This is an optimization exercise on Yosys and OpenROAD, whose aim is small area, a short achievable clock period and few clock cycles, not a production implementation.
Only simulation tests tie the RTL to the original design; equivalence was not proved.

// CONVCOR
module CONVCOR(
  input             clk,
  input             rst_n,
  input             in_valid,
  input      [15:0] in_a,
  input      [15:0] in_b,
  input             in_mode,
  output            out_valid,
  output     [35:0] out
);
==> flow/config.mk <==
export PLATFORM = sky130hd
export DESIGN_NAME = CONVCOR
export DESIGN_NICKNAME = CONVCOR
export VERILOG_FILES = /design/flow/design.v
export SDC_FILE = /design/flow/constraint.sdc
export NUM_CORES = 4
export LEC_CHECK = 0
export CAP_MARGIN = 20
export CORE_MARGIN = 2
export CORE_UTILIZATION = 55
export CTS_CLUSTER_DIAMETER = 80
export CTS_CLUSTER_SIZE = 24
export SLEW_MARGIN = 20
==> flow/constraint.sdc <==
create_clock -name core_clock -period 10.0 [get_ports {clk}]
set_input_delay 2.0000 -clock core_clock [delete_from_list [all_inputs] [get_ports {clk}]]
set_output_delay 2.0000 -clock core_clock [all_outputs]
set_load 0.01 [all_outputs]
standard.sh (not shown) runs the stock make flow with config.mk's settings and CLKGATE_MAP_FILE= SYNTH_SCRIPT=/design/flow/synth_recipe.tcl, a recipe that flattens the netlist after the stock synthesis.
==> flow/flow/run.sh <==
#!/bin/bash
set -euo pipefail
bash standard.sh SETUP_SLACK_MARGIN=6.9 "BUFFER_PORTS_ARGS=-buffer_cell sky130_fd_sc_hd__buf_2" finish > make_finish.log 2>&1
Testbench counts at the start, summed over its fixed seeds: cycles 21,468.
Edit:
==> flow/flow/run.sh (replaced) <==
#!/bin/bash
set -euo pipefail
bash standard.sh SETUP_SLACK_MARGIN=6.8 "BUFFER_PORTS_ARGS=-buffer_cell sky130_fd_sc_hd__buf_2" finish > make_finish.log 2>&1
CORE_UTILIZATION = 40   (was 55)
PLACE_DENSITY = 0.75   (was not set)
Effect: The changed run passed the timing, design-rule and antenna checks. Area after synthesis does not change. Design area went down slightly. Core utilization drops by 18 points. Register-to-register slack got worse by 0.03 ns.
Edit:
CTS_CLUSTER_DIAMETER = not set   (was 80)
CTS_CLUSTER_SIZE = not set   (was 24)
PLACE_DENSITY = not set   (was 0.75)
What happened: The changed run went through all stages and came out clean. Worst setup slack improved by 0.065 ns. Die area does not change. Final area rose by a few percent. Global-route usage rose by 0.76 points.
Edit:
CORE_UTILIZATION = 55   (was 40)
CTS_CLUSTER_DIAMETER = 80   (was not set)
CTS_CLUSTER_SIZE = 24   (was not set)
Global-route usage goes up by 4.9 points.
Critical path depth stays the same.
Final cell count went down by 11%.
Worst setup slack gets better by 0.023 ns.
First-iteration DRC count grows by 13%.


exp/yarrow:
Another version of the RTL of CONVCOR (not shown whole).
Size in the first run: ~1600 cells after synthesis, about 320 flip-flops, roughly 73 I/O pins.
clock: 10.0 ns
lec_check: 0
cap_margin: 20
core_margin: 2
core_utilization: 40
slew_margin: 20
==> flow/flow/run.sh <==
#!/bin/bash
set -euo pipefail
bash standard.sh SETUP_SLACK_MARGIN=6.3 finish > make_finish.log 2>&1
exp/yarrow finished end to end and its layout was clean on timing, DRC and antenna.
Testbench counts of exp/yarrow, summed over its fixed seeds: cycles 21,468.
### exp/yarrow -> exp/onyx
Settings: a change of CORE_UTILIZATION from 40 to 60.
==> flow/flow/run.sh <==
#!/bin/bash
set -euo pipefail
bash standard.sh SETUP_SLACK_MARGIN=6.6 finish > make_finish.log 2>&1
Results
- exp/onyx vs exp/yarrow — number of tap instances dropped 201.
- exp/onyx reports a higher total of cells resized after clock tree synthesis than exp/yarrow does.
- Delta(proportion of layout cells with a drive suffix above 1, exp/onyx - exp/yarrow) > 0
- In the metrics for exp/onyx and exp/yarrow, the one carrying the higher wire length is exp/yarrow.
- Both conditions hold for exp/onyx: the flow ran to the end and the final layout passed the timing, design-rule and antenna checks.
- exp/yarrow reached the end of the flow, and the finished layout is clean on the timing, design-rule and antenna checks.
- For the post-CTS setup buffer count, exp/onyx came in 12 higher than exp/yarrow did.
- exp/yarrow → exp/onyx: met1 usage now larger, clock network area share held.
- exp/onyx vs exp/yarrow on final period utilization: exp/onyx is the lower one.
Input-level comparison between exp/violet and exp/onyx:
Settings: changing CORE_UTILIZATION from 60 to 40.
Notes after the runs:
In the flow results for exp/violet and exp/onyx, the via count is larger on exp/onyx.
The final layout net count on exp/onyx is in line with that on exp/violet.
Compared with exp/onyx, exp/violet shows a lower initial core utilization.
exp/violet ended with less setup slack than exp/onyx.
Re half-perimeter wire length after placement: exp/violet is 1400 um up on exp/onyx.
Worst relative slew slack (higher): exp/onyx
exp/violet ends up with a count of cells along the worst register-to-register path that is 1 higher than in exp/onyx.
Here is what was changed in the inputs of exp/delta compared with exp/violet.
==> flow/flow/run.sh <==
#!/bin/bash
set -euo pipefail
bash standard.sh SETUP_SLACK_MARGIN=6.6 "BUFFER_PORTS_ARGS=-buffer_cell sky130_fd_sc_hd__buf_2" finish > make_finish.log 2>&1
Notes after the runs:
- The run showing the greater share of the final layout cell area in multi-input gates is exp/delta.
- The flow did not stop early for exp/delta: all stages ran, and the layout cleared the timing, design-rule and antenna checks.
- Initial antenna violation count: exp/delta vs exp/violet down 1
- As far as number of enable-type register cells in the synthesized netlist goes, exp/delta and exp/violet are indistinguishable; the numbers are identical.
- Number of fill cells in the layout, exp/violet and exp/delta: higher on exp/violet
- exp/violet and exp/delta ended up with roughly the same total track usage.
- Final-layout worst hold slack, exp/violet and exp/delta: lower on exp/delta


== job 1284 ==
CONVCOR, a different RTL version from the one above (not shown whole).
Size in the first run: ~1,600 cells after synthesis, about 260 flip-flops, ~73 I/O pins.
==> flow/config.mk <==
export PLATFORM = sky130hd
export DESIGN_NAME = CONVCOR
export DESIGN_NICKNAME = CONVCOR
export VERILOG_FILES = /design/flow/design.v
export SDC_FILE = /design/flow/constraint.sdc
export NUM_CORES = 4
export LEC_CHECK = 0
export CAP_MARGIN = 20
export CORE_MARGIN = 2
export CORE_UTILIZATION = 40
export SLEW_MARGIN = 20
==> flow/constraint.sdc <==
create_clock -name core_clock -period 10.0 [get_ports {clk}]
set_input_delay 2.0000 -clock core_clock [delete_from_list [all_inputs] [get_ports {clk}]]
set_output_delay 2.0000 -clock core_clock [all_outputs]
set_load 0.01 [all_outputs]
run.sh (not shown) runs the stock make flow with config.mk's settings and CLKGATE_MAP_FILE= SYNTH_SCRIPT=/design/flow/synth_recipe.tcl, a recipe that flattens the netlist after the stock synthesis.
Stock flow here: none of the scripts above is used.
Job 1284: no failed stages, no open violations at the end
Testbench counts of job 1284, summed over its fixed seeds: cycles 19,068.
Input-level comparison between job 6832 and job 1284:
==> flow/flow/run.sh (new file) <==
#!/bin/bash
set -euo pipefail
bash standard.sh SETUP_SLACK_MARGIN=7 finish > make_finish.log 2>&1
==> flow/standard.sh (new file) <==
#!/bin/bash
# synth_recipe.tcl (not shown) runs the flow's synth.tcl, then flattens the netlist and writes it again
# the make line also repeats each setting of config.mk as NAME=value (left out here)
make -C /OpenROAD-flow-scripts/flow DESIGN_CONFIG=/design/flow/config.mk WORK_HOME=/design/flow/orfs CLKGATE_MAP_FILE= SYNTH_SCRIPT=/design/flow/synth_recipe.tcl "${@:-finish}"
removed: flow/run.sh
### Flow results
Job 6832 vs job 1284 — per-cell routed wire length climbed by more than 10%. met3 layer usage reported by global route was lower in job 1284 than in job 6832. Between job 6832 and job 1284, the worst-case setup margin in the final layout is higher for job 6832. Job 6832 ended with more global-route wire length before repair than job 1284. Area added between synthesis and finish, job 6832 and job 1284: higher on job 6832. Between job 1284 and job 6832, total number of multi-input combinational cells increased. On number of synthesized register bits, job 1284 tracks job 6832 almost exactly. Job 6832: worst hold slack 12 ps below job 1284. Total global-route track usage in job 6832 vs job 1284: up 4.3 points. Summary — final cell count without fillers, job 6832 relative to job 1284: higher, by about 9%.
Setup changes, job 6832 to job 6482
==> flow/run.sh (new file) <==
#!/bin/bash
# synth_recipe.tcl (not shown) runs the flow's synth.tcl, then flattens the netlist and writes it again
# the make line also repeats each setting of config.mk as NAME=value (left out here)
make -C /OpenROAD-flow-scripts/flow DESIGN_CONFIG=/design/flow/config.mk WORK_HOME=/design/flow/orfs CLKGATE_MAP_FILE= SYNTH_SCRIPT=/design/flow/synth_recipe.tcl finish
diff --git a/flow/config.mk b/flow/config.mk
--- a/flow/config.mk
+++ b/flow/config.mk
@@ -9,3 +9,4 @@
 export CORE_MARGIN = 2
 export CORE_UTILIZATION = 40
+export SETUP_SLACK_MARGIN = 5
 export SLEW_MARGIN = 20
removed: flow/flow/run.sh
removed: flow/standard.sh
Per the comparison of job 6482 with job 6832, synthesis-to-layout area growth -17 points; worst hold slack +3.0 ps; part of the cycle the worst path needs -0.86 points.


CONVCOR with an RTL version that a note above also has.
Size: ~1500 cells after synthesis, about 320 flip-flops, about 17000 sq um of cells after synthesis.
clock: 10.0 ns
lec_check: 0
cap_margin: 20
core_margin: 2
core_utilization: 40
cts_cluster_diameter: 70
cts_cluster_size: 30
slew_margin: 20
standard.sh (not shown) runs the stock make flow with config.mk's settings and CLKGATE_MAP_FILE= SYNTH_SCRIPT=/design/flow/synth_recipe.tcl, a recipe that flattens the netlist after the stock synthesis.
==> flow/flow/run.sh <==
#!/bin/bash
set -euo pipefail
bash standard.sh SETUP_SLACK_MARGIN=6.8 "BUFFER_PORTS_ARGS=-buffer_cell sky130_fd_sc_hd__buf_2" finish > make_finish.log 2>&1
Testbench counts at the start, summed over its fixed seeds: cycles 21,468.
Change:
Settings changed: CORE_UTILIZATION 40 to 65, CTS_CLUSTER_DIAMETER 70 to 80, CTS_CLUSTER_SIZE 30 to 24.
The changed run went through all stages and came out clean; area after synthesis is unchanged; worst setup slack is better by 23 ps; clock-buffer cell count is higher by 1; synthesized cell count stays the same; core utilization is higher by 26 points; first-iteration DRC count is higher by 36%.
Change:
Settings changed: CORE_UTILIZATION 65 to 40, CTS_CLUSTER_DIAMETER 80 to 60, CTS_CLUSTER_SIZE 24 to 20.
Clock-buffer cell count goes up by 7; cell area increases by 5.2%; critical path depth is unchanged; die area came out higher by 61%; via count goes up by 0.71%.
Change:
==> flow/flow/run.sh (replaced) <==
#!/bin/bash
set -euo pipefail
bash standard.sh SETUP_SLACK_MARGIN=7.2 "BUFFER_PORTS_ARGS=-buffer_cell sky130_fd_sc_hd__buf_2" finish > make_finish.log 2>&1
Settings changed: CTS_CLUSTER_DIAMETER 60 to unset, CTS_CLUSTER_SIZE 20 to unset.
- core utilization rises by 5.9 points
- final area increases by roughly a tenth
- final cell count came out higher by a little under a tenth
- sequential share of layout area decreases by 4.3 points
- worst setup slack loses 12 ps
Change:
==> flow/flow/run.sh (replaced) <==
#!/bin/bash
set -euo pipefail
bash standard.sh SETUP_SLACK_MARGIN=6.6 "BUFFER_PORTS_ARGS=-buffer_cell sky130_fd_sc_hd__buf_2" finish > make_finish.log 2>&1
Outcome:
- worst hold slack is about the same
- synthesized cell count does not change
- global-route usage came out lower by 1.0 points
- utilization came out lower by 5.7 points
- routed wire length came out lower by roughly a tenth
- worst setup slack gets better by 22 ps
Change:
==> flow/flow/run.sh (replaced) <==
#!/bin/bash
set -euo pipefail
bash standard.sh SETUP_SLACK_MARGIN=6.8 "BUFFER_PORTS_ARGS=-buffer_cell sky130_fd_sc_hd__buf_2" finish > make_finish.log 2>&1
Settings changed: CTS_CLUSTER_DIAMETER set to 80, CTS_CLUSTER_SIZE set to 24.
=> Area after synthesis is unchanged; wire length is lower by 1.1%.

[what the ideal ports hide]
Ports are ideal in the flow. The routed layouts listed here were re-timed in OpenROAD. Step 1 assumes that a clkbuf_16 drives the clock port and a buf_2 every other input. Step 2, shift: input delay + t, output delay - t, t = (earliest + latest rising clock arrival at the registers) / 2. This alone moves slack from input paths to output paths. a / b / c = ideal ports / drivers / drivers and shift; a / b = the first two.
| run | t, ns | setup WS [ns] | worst hold slack (ns) | worst register clock-pin slew, ns |
|---|---|---|---|---|
| the first run of note 1 | 0.568 | 6.765 / 6.714 / 6.581 | 0.347 / 0.347 / 0.347 | 0.10 / 0.10 |
| the second run of note 1 | 0.563 | 6.685 / 6.634 / 6.690 | 0.326 / 0.326 / 0.326 | 0.10 / 0.10 |
| the third run of note 1 | 0.593 | 6.750 / 6.696 / 6.677 | 0.344 / 0.344 / 0.344 | 0.06 / 0.06 |
| the fourth run of note 1 | 0.564 | 6.773 / 6.721 / 6.655 | 0.340 / 0.340 / 0.340 | 0.10 / 0.10 |
| exp/yarrow | 0.580 | 6.380 / 6.324 / 6.358 | 0.342 / 0.342 / 0.342 | 0.06 / 0.06 |
| exp/onyx | 0.549 | 6.490 / 6.441 / 6.361 | 0.342 / 0.342 / 0.342 | 0.07 / 0.07 |
| exp/violet | 0.582 | 6.452 / 6.395 / 6.334 | 0.343 / 0.343 / 0.343 | 0.06 / 0.06 |
| exp/delta | 0.587 | 6.579 / 6.579 / 6.486 | 0.338 / 0.338 / 0.338 | 0.07 / 0.07 |
| job 1284 | 0.601 | 2.941 / 2.941 / 2.925 | 0.510 / 0.510 / 0.510 | 0.06 / 0.06 |
| job 6832 | 0.611 | 4.884 / 4.884 / 4.884 | 0.498 / 0.498 / 0.498 | 0.07 / 0.07 |
| job 6482 | 0.603 | 4.970 / 4.970 / 4.559 | 0.501 / 0.501 / 0.501 | 0.07 / 0.07 |
| the first run of note 4 | 0.590 | 6.742 / 6.688 / 6.678 | 0.347 / 0.347 / 0.347 | 0.10 / 0.10 |
| the second run of note 4 | 0.559 | 6.765 / 6.714 / 6.593 | 0.343 / 0.343 / 0.343 | 0.10 / 0.10 |
| the third run of note 4 | 0.627 | 6.713 / 6.657 / 6.677 | 0.340 / 0.340 / 0.340 | 0.08 / 0.08 |
| the fourth run of note 4 | 0.587 | 6.700 / 6.642 / 6.717 | 0.342 / 0.342 / 0.342 | 0.06 / 0.06 |
| the fifth run of note 4 | 0.601 | 6.722 / 6.665 / 6.599 | 0.342 / 0.342 / 0.342 | 0.06 / 0.06 |
| the sixth run of note 4 | 0.575 | 6.760 / 6.705 / 6.677 | 0.338 / 0.338 / 0.338 | 0.09 / 0.09 |
After both steps setup and hold are still met in every run listed. For job 6482, which loses most, drivers alone change the setup slack by 0.000 ns; drivers and shift together by -0.411 ns.
